Background: an optimization exercise with open tools, aiming at small area and a short achievable clock period. Do not read the settings as production practice. Only simulation tests tie the RTL to the original design; equivalence was not proved. Power is estimated from default activity; no workload was simulated.

==> flow/design.v (excerpt) <==
module hft_fpga_low_latency(
    input wire core_clk,
    input wire reset,
    input wire cfg_we,
    input wire [1:0] cfg_addr,
    input wire [31:0] cfg_wdata,
    input wire [63:0] raw_market_data,
    input wire raw_valid,
    output wire [127:0] mg_tx_data,
    output wire mg_tx_valid
    );
For scale: about 1000 cells after synthesis, ~230 I/O pins, ~7700 µm² of cells after synthesis.
clock: 4.0 ns
lec_check: 0
abc_area: 1
cap_margin: 20
core_margin: 2
core_utilization: 40
cts_buf_list: sky130_fd_sc_hd__clkbuf_4 sky130_fd_sc_hd__clkbuf_8
setup_slack_margin: 2.21
slew_margin: 20
standard.sh (not shown) runs the stock make flow with config.mk's settings and CLKGATE_MAP_FILE= SYNTH_SCRIPT=/design/flow/synth_recipe.tcl, a recipe that flattens the netlist after the stock synthesis.
==> flow/flow/run.sh <==
#!/bin/bash
set -euo pipefail
cts_bufs=$(sed -n 's/^export CTS_BUF_LIST *= *//p' config.mk)
bash standard.sh synth > synth.log 2>&1
bash standard.sh finish \
  BUFFER_PORTS_ARGS="-buffer_cell sky130_fd_sc_hd__buf_1" \
  SKIP_REPAIR_TIE_FANOUT=1 \
  CTS_ARGS="-sink_clustering_enable -repair_clock_nets -dont_use_dummy_load -root_buf sky130_fd_sc_hd__clkbuf_16 -buf_list {$cts_bufs}" \
  > layout.log 2>&1
Testbench counts at the start, summed over its fixed seeds: latency cycles 3,243, orders 3,243.
Change:
==> flow/flow/run.sh (replaced) <==
#!/bin/bash
# Standard ORFS layout, with plain buf_1 cells as the port buffers
# (the default port buffer is a 10 um2 delay buffer) and one tie cell per
# constant value instead of one per constant output.
set -euo pipefail
bash standard.sh synth > synth.log 2>&1
bash standard.sh finish BUFFER_PORTS_ARGS="-buffer_cell sky130_fd_sc_hd__buf_1" SKIP_REPAIR_TIE_FANOUT=1 > layout.log 2>&1
Settings changed: PLACE_DENSITY from default to 0.7, SETUP_SLACK_MARGIN 2.21 to 2.2.
The new run completed with no timing, DRC or antenna violations.
Final area goes up by 5.3%.
Routed wire length goes up by 4.7%.
Via count goes up by 3.1%.
Clock power goes up by 35%.
Core utilization goes up by 2.5 points.
Setup slack is worse by 0.019 ns.
Total power goes up by 9.8%.
Clock skew goes down by 0.015 ns.
Critical path depth stays the same.
Change:
==> flow/flow/run.sh (replaced) <==
#!/bin/bash
set -euo pipefail
cts_bufs=$(sed -n 's/^export CTS_BUF_LIST *= *//p' config.mk)
bash standard.sh synth > synth.log 2>&1
bash standard.sh finish \
  BUFFER_PORTS_ARGS="-buffer_cell sky130_fd_sc_hd__buf_1" \
  SKIP_REPAIR_TIE_FANOUT=1 \
  CTS_ARGS="-sink_clustering_enable -repair_clock_nets -dont_use_dummy_load -root_buf sky130_fd_sc_hd__clkbuf_16 -buf_list {$cts_bufs}" \
  > layout.log 2>&1
Settings changed: PLACE_DENSITY 0.7 to default, SETUP_SLACK_MARGIN 2.2 to 2.22.
Result: The changed run produced a clean layout; total power is lower by 8.9%; sequential cell count does not change; final cell count is lower by 2.9%; die area stays the same; utilization goes down by 2.7 points; register-to-register slack gets better by 0.07 ns; worst hold slack is better by 0.049 ns.
Change:
Settings changed: SETUP_SLACK_MARGIN 2.22 to 2.23.
Effect: Design area is higher by 0.34%. Critical path depth stays the same. Cell count is unchanged. Setup slack barely changes. Synthesized cell count does not change.
Change:
==> flow/flow/run.sh (replaced) <==
#!/bin/bash
set -euo pipefail
cts_bufs=$(sed -n 's/^export CTS_BUF_LIST *= *//p' config.mk)
bash standard.sh synth > synth.log 2>&1
bash standard.sh finish \
  BUFFER_PORTS_ARGS="-buffer_cell sky130_fd_sc_hd__buf_1" \
  SKIP_REPAIR_TIE_FANOUT=1 \
  CTS_ARGS="-sink_clustering_enable -repair_clock_nets -dont_use_dummy_load -buf_list {$cts_bufs}" \
  > layout.log 2>&1
Settings changed: CORE_UTILIZATION 40 to 30, SETUP_SLACK_MARGIN 2.23 to 2.15.
Effect: Sequential cell count stays the same. Register-to-register slack degrades by 0.07 ns. Synthesized area stays the same. Setup slack got worse by 0.071 ns. Cell count rises by a little under a tenth. Sequential share of layout area falls by 0.15 points. Final area rises slightly. First-iteration DRC count is higher by well over a third. Clock skew is higher by 0.0043 ns. Die area rises by a quarter to a third. Count of clock-buffer cells in the layout is unchanged.
Change:
==> flow/flow/run.sh (replaced) <==
#!/bin/bash
set -euo pipefail
cts_bufs=$(sed -n 's/^export CTS_BUF_LIST *= *//p' config.mk)
cts_size=$(sed -n 's/^export CTS_CLUSTER_SIZE *= *//p' config.mk)
cts_diam=$(sed -n 's/^export CTS_CLUSTER_DIAMETER *= *//p' config.mk)
cts_more=""
if [[ -n "$cts_size" ]]; then cts_more="$cts_more -sink_clustering_size $cts_size"; fi
if [[ -n "$cts_diam" ]]; then cts_more="$cts_more -sink_clustering_max_diameter $cts_diam"; fi
bash standard.sh synth > synth.log 2>&1
bash standard.sh finish \
  BUFFER_PORTS_ARGS="-buffer_cell sky130_fd_sc_hd__buf_1" \
  SKIP_REPAIR_TIE_FANOUT=1 \
  CTS_ARGS="-sink_clustering_enable -repair_clock_nets -dont_use_dummy_load -root_buf sky130_fd_sc_hd__clkbuf_16 -buf_list {$cts_bufs}$cts_more" \
  > layout.log 2>&1
Settings changed: CORE_UTILIZATION 30 to 40, CTS_CLUSTER_SIZE from default to 25, SETUP_SLACK_MARGIN 2.15 to 2.22.
Outcome: The changed run finished with timing, DRC and antenna clean. Cell area goes down by 0.85%. Routed wire length is lower by 9.6%. Sequential share of layout area climbs by 0.27 points.

-- re-timing with driven ports --
No port has a modelled driver above. Below, the same layouts with a new extraction and two added sets of constraints.
Step 1, drivers: a clkbuf_16 drives core_clk and a buf_2 each remaining input, both assumed.
Step 2 also shifts input and output timing later by t, the mid clock arrival at the registers, as if the neighbouring blocks saw the same clock.
a / b / c = no drivers / after step 1 / after step 2; a / b = the first two.
run | shift t [ns] | slack for setup (ns) | worst setup path after step 2 | slew at the worst register clock pin (ns) | cell pins on the clock port's net
the first run | 0.411 | 2.264 / 2.223 / 1.923 | input to register | 0.10 / 0.10 | 1
the second run | 0.485 | 2.245 / 2.211 / 1.804 | input to register | 0.10 / 0.10 | 1
the third run | 0.415 | 2.281 / 2.241 / 1.905 | input to register | 0.10 / 0.10 | 1
the fourth run | 0.415 | 2.281 / 2.241 / 1.901 | input to register | 0.10 / 0.10 | 1
the fifth run | 0.476 | 2.209 / 2.182 / 1.750 | input to register | 0.10 / 0.10 | 1
the sixth run | 0.415 | 2.281 / 2.241 / 1.905 | input to register | 0.10 / 0.10 | 1
After both steps setup and hold are still met in every run listed. The setup slack of the fifth run, which loses most, moves by -0.027 ns with the drivers and by -0.459 ns with both steps.
